Background: an optimization exercise with open tools, aiming at a short achievable clock period. Do not read the settings as production practice. The RTL was checked by simulation tests, not by an equivalence proof against the original design. The clock port is modelled as an ideal driver, which makes a skipped or thinned clock tree look cheaper than it is; a real chip needs a root buffer or a tree. No activity file was given, so power comes from the tool's default toggle rates.

==> module Fifo, before the edit <==
module Fifo
(
input clk,rst, wr_en, rd_en,
input           [7:0] buf_in,
output reg      [7:0] buf_out,
output          [7:0] fifo_counter,
output          buf_empty,
output reg      buf_full
);
reg  [6:0]  cnt_o;    
reg         ne_o;     
reg  [7:0]  lo_r;     
reg  [8:0]  hi_r;     
reg         sh;       
reg  [7:0]  din_q;    
reg  [63:0] wsel;     
reg  [7:0]  dlo_n;    
reg  [8:0]  dhi_n;    
reg  [7:0]  bo_n;     
reg  [7:0]  ent [63:0];
assign fifo_counter = {1'b0, cnt_o};
assign buf_empty    = ~ne_o;
wire [7:0] lo = {lo_r[7:1], ~lo_r[0]};
wire [8:0] hi = {hi_r[8:1], ~hi_r[0]};
wire empty = lo[0] & hi[0];      
wire full  = hi[8];              
function [6:0] enc;
     input [7:0] l;
     input [8:0] h;
     begin
          enc[0] = l[1] | l[3] | l[5] | l[7];
          enc[1] = l[2] | l[3] | l[6] | l[7];
          enc[2] = l[4] | l[5] | l[6] | l[7];
          enc[3] = h[1] | h[3] | h[5] | h[7];
          enc[4] = h[2] | h[3] | h[6] | h[7];
          enc[5] = h[4] | h[5] | h[6] | h[7];
          enc[6] = h[8];
     end
endfunction
wire [7:0] lo_10 = {lo[6:1], lo[0] & ~full, lo[7] | full};
wire [7:0] lo_01 = {lo[0] & ~empty, lo[7:2], lo[1] | empty};
wire [7:0] lo_11 = {lo[7] | full, lo[6:2], lo[1] | empty, lo[0] & ~full & ~empty};
wire [8:0] hi_10 = lo[7] ? {hi[7:0], 1'b0} : hi;
wire [8:0] hi_01 = lo[0] ? {1'b0, hi[8:2], hi[1] | hi[0]} : hi;
wire [8:0] hi_11 = {1'b0, hi[7] | hi[8], hi[6:0]};
wire [6:0] b_10 = enc(lo_10, hi_10);
wire [6:0] b_01 = enc(lo_01, hi_01);
wire [6:0] b_11 = enc(lo_11, hi_11);
wire [6:0] b_00 = enc(lo, hi);
wire       ne_01 = ~(hi[0] & (lo[0] | lo[1]));
wire       f_10  = hi[8] | (lo[7] & hi[7]);
wire [7:0] lo_nx = wr_en ? (rd_en ? lo_11 : lo_10) : (rd_en ? lo_01 : lo);
wire [8:0] hi_nx = wr_en ? (rd_en ? hi_11 : hi_10) : (rd_en ? hi_01 : hi);
wire [7:0]  dl = ~dlo_n;
wire [8:0]  dh = ~dhi_n;
wire [64:0] at;
genvar g;
generate
for (g = 0; g <= 64; g = g + 1) begin : dec
     assign at[g] = dl[g % 8] & dh[g / 8];
end
endgenerate
wire [63:0] wsel_nx;
assign wsel_nx[0] = wr_en & (rd_en ? (at[1] | at[0]) : at[0]);
generate
for (g = 1; g < 63; g = g + 1) begin : ws
     assign wsel_nx[g] = wr_en & (rd_en ? at[g + 1] : at[g]);
end
endgenerate
assign wsel_nx[63] = wr_en & ~rd_en & at[63];
always @(posedge clk or posedge rst)
begin
if (rst) begin
     cnt_o    <= 7'd0;
     ne_o     <= 1'b0;
     buf_full <= 1'b0;
     lo_r     <= 8'd0;
     hi_r     <= 9'd0;
     dlo_n    <= 8'hfe;
     dhi_n    <= 9'h1fe;
     wsel     <= 64'd0;
end else begin
     cnt_o    <= wr_en ? (rd_en ? b_11 : b_10) : (rd_en ? b_01 : b_00);
     ne_o     <= wr_en | (rd_en ? ne_01 : ~empty);
     buf_full <= ~rd_en & (wr_en ? f_10 : full);
     lo_r     <= {lo_nx[7:1], ~lo_nx[0]};
     hi_r     <= {hi_nx[8:1], ~hi_nx[0]};
     dlo_n    <= wr_en ? (rd_en ? ~lo_11 : ~lo_10) : (rd_en ? ~lo_01 : dlo_n);
     dhi_n    <= wr_en ? (rd_en ? ~hi_11 : ~hi_10) : (rd_en ? ~hi_01 : dhi_n);
     wsel     <= wsel_nx;
end
end
wire [7:0] head = wsel[0] ? din_q : (sh ? ent[1] : ent[0]);
wire       re   = rd_en & ~empty;
always @(posedge clk or posedge rst)
begin
if (rst) begin
     buf_out <= 8'd0;
     bo_n    <= 8'hff;
     sh      <= 1'b0;
end else begin
     buf_out <= re ? head : ~bo_n;
     bo_n    <= re ? ~head : bo_n;
     sh <= re;
end
end
always @(posedge clk)
     din_q <= buf_in;
integer i;
always @(posedge clk)
begin
     for (i = 0; i < 64; i = i + 1)
          if (wsel[i])
               ent[i] <= din_q;
          else if (sh && i < 63)
               ent[i] <= ent[i + 1];
end
endmodule
Settings: LEC_CHECK=0, ABC_CLOCK_PERIOD_IN_PS=1000, CAP_MARGIN=20, CORE_MARGIN=2, CORE_UTILIZATION=65, SETUP_SLACK_MARGIN=2.35, SLEW_MARGIN=20, TNS_END_PERCENT=100; clock period 4.0 ns.
standard.sh (not shown) runs the stock make flow with config.mk's settings and CLKGATE_MAP_FILE= SYNTH_SCRIPT=/design/flow/synth_recipe.tcl, a recipe that flattens the netlist after the stock synthesis.
==> flow/flow/run.sh <==
#!/bin/bash
# The standard layout (standard.sh), except that the clock tree is built
# by flow/mycts.tcl (hooked in through ORFS's PRE_CTS_TCL): the clock port
# drives MY_CTS_COLS clkbuf_16 roots, each driving MY_CTS_ROWS clkbuf_16
# leaves, each driving an equal group of nearby flip-flops.
set -euo pipefail
export PRE_CTS_TCL=$PWD/flow/pre_cts.tcl
export MY_CTS_COLS=4
export MY_CTS_ROWS=8
bash standard.sh > standard.log 2>&1
Other scripts of this flow, unchanged in this note and not shown: flow/flow/mycts.tcl, flow/flow/pre_cts.tcl
The first run completed without violations.
==> next run, changes <==
==> flow/design.v (replaced) <==
module Fifo
(
input clk,rst, wr_en, rd_en,
input           [7:0] buf_in,
output reg      [7:0] buf_out,
output          [7:0] fifo_counter,
output          buf_empty,
output reg      buf_full
);
reg  [6:0]  cnt_o;    
reg         ne_o;     
reg  [7:0]  lo_r;     
reg  [8:0]  hi_r;     
reg         sh;       
reg         wq;       
reg  [7:0]  din_q;    
reg  [7:0]  wlo;      
reg  [7:0]  whi;      
reg  [7:0]  bo_n;     
reg  [7:0]  ent [63:0];
assign fifo_counter = {1'b0, cnt_o};
assign buf_empty    = ~ne_o;
wire [7:0] lo = {lo_r[7:1], ~lo_r[0]};
wire [8:0] hi = {hi_r[8:1], ~hi_r[0]};
wire empty = lo[0] & hi[0];      
wire full  = hi[8];              
function [6:0] enc;
     input [7:0] l;
     input [8:0] h;
     begin
          enc[0] = l[1] | l[3] | l[5] | l[7];
          enc[1] = l[2] | l[3] | l[6] | l[7];
          enc[2] = l[4] | l[5] | l[6] | l[7];
          enc[3] = h[1] | h[3] | h[5] | h[7];
          enc[4] = h[2] | h[3] | h[6] | h[7];
          enc[5] = h[4] | h[5] | h[6] | h[7];
          enc[6] = h[8];
     end
endfunction
wire [7:0] lo_10 = {lo[6:1], lo[0] & ~full, lo[7] | full};
wire [7:0] lo_01 = {lo[0] & ~empty, lo[7:2], lo[1] | empty};
wire [7:0] lo_11 = {lo[7] | full, lo[6:2], lo[1] | empty, lo[0] & ~full & ~empty};
wire [8:0] hi_10 = lo[7] ? {hi[7:0], 1'b0} : hi;
wire [8:0] hi_01 = lo[0] ? {1'b0, hi[8:2], hi[1] | hi[0]} : hi;
wire [8:0] hi_11 = {1'b0, hi[7] | hi[8], hi[6:0]};
wire [6:0] b_10 = enc(lo_10, hi_10);
wire [6:0] b_01 = enc(lo_01, hi_01);
wire [6:0] b_11 = enc(lo_11, hi_11);
wire [6:0] b_00 = enc(lo, hi);
wire       ne_01 = ~(hi[0] & (lo[0] | lo[1]));
wire       f_10  = hi[8] | (lo[7] & hi[7]);
wire [7:0] wlo_1 = {lo[0] & ~empty, lo[7:2], lo[1] | empty};    
wire [7:0] whi_1 = {hi[7] & ~lo[0], lo[0] ? hi[7:2] : hi[6:1], lo[0] ? (hi[1] | hi[0]) : hi[0]};
always @(posedge clk or posedge rst)
begin
if (rst) begin
     cnt_o    <= 7'd0;
     ne_o     <= 1'b0;
     buf_full <= 1'b0;
     lo_r     <= 8'd0;
     hi_r     <= 9'd0;
     wlo      <= 8'd0;
     whi      <= 8'd0;
end else begin
     cnt_o    <= wr_en ? (rd_en ? b_11 : b_10) : (rd_en ? b_01 : b_00);
     ne_o     <= wr_en | (rd_en ? ne_01 : ~empty);
     buf_full <= ~rd_en & (wr_en ? f_10 : full);
     lo_r     <= wr_en ? (rd_en ? {lo_11[7:1], ~lo_11[0]} : {lo_10[7:1], ~lo_10[0]})
                       : (rd_en ? {lo_01[7:1], ~lo_01[0]} : lo_r);
     hi_r     <= wr_en ? (rd_en ? {hi_11[8:1], ~hi_11[0]} : {hi_10[8:1], ~hi_10[0]})
                       : (rd_en ? {hi_01[8:1], ~hi_01[0]} : hi_r);
     wlo      <= rd_en ? wlo_1 : lo;
     whi      <= wr_en ? (rd_en ? whi_1 : hi[7:0]) : 8'd0;
end
end
wire [7:0] head = (wq && lo[1] && hi[0]) ? din_q : (sh ? ent[1] : ent[0]);
wire       re   = rd_en & ~empty;
always @(posedge clk or posedge rst)
begin
if (rst) begin
     buf_out <= 8'd0;
     bo_n    <= 8'hff;
     sh      <= 1'b0;
     wq      <= 1'b0;
end else begin
     buf_out <= re ? head : ~bo_n;
     bo_n    <= re ? ~head : bo_n;
     sh <= re;
     wq <= wr_en & ~full;
end
end
always @(posedge clk)
     din_q <= buf_in;
integer i;
always @(posedge clk)
begin
     for (i = 0; i < 64; i = i + 1)
          if (wlo[i % 8] && whi[i / 8])
               ent[i] <= din_q;
          else if (sh && i < 63)
               ent[i] <= ent[i + 1];
end
endmodule
The new run completed with no timing, DRC or antenna violations.
Core utilization drops by 0.60 points.
Total power climbs by 6.4%.
Routed wire length drops by 10%.
Combinational power climbs by 36%.
Synthesized area drops by 8.1%.
Worst setup slack gains 0.097 ns.
Final area drops by 8.6%.
Critical path depth does not change.
Global-route usage drops by 0.94 points.
Die area drops by 8.0%.
Sequential cell count drops by 63.
Clock skew climbs by 0.0038 ns.
Via count drops by 9.5%.
Hold slack gains 0.0079 ns.
No run of this note takes its clock network from TritonCTS; it comes from the design's own scripts or RTL.

[separate check: timing with driven ports]
In the flow no input, the clock included, has a driving cell. The finished layouts below were timed again as built, in two steps. Step 1 sets driving cells, clkbuf_16 on the clock port and buf_2 on the other inputs (assumed; they add their load-dependent delay and slew). Step 2, shift: input delay + t, output delay - t, t = (earliest + latest rising clock arrival at the registers) / 2. This alone moves slack from input paths to output paths. a / b / c = ideal ports / drivers / drivers and shift; a / b = the first two.
run	shift t [ns]	setup WS [ns]	worst hold slack (ns)	worst setup path at the end	worst register clock-pin slew, ns
the first run	0.453	2.211 / 2.113 / 1.884	0.477 / 0.477 / 0.477	input to register	0.09 / 0.09
the second run	0.449	2.308 / 2.212 / 1.970	0.485 / 0.485 / 0.485	input to register	0.08 / 0.08
After both steps setup and hold are still met in every run listed. For the second run, which loses most, drivers alone change the setup slack by -0.096 ns; drivers and shift together by -0.338 ns.
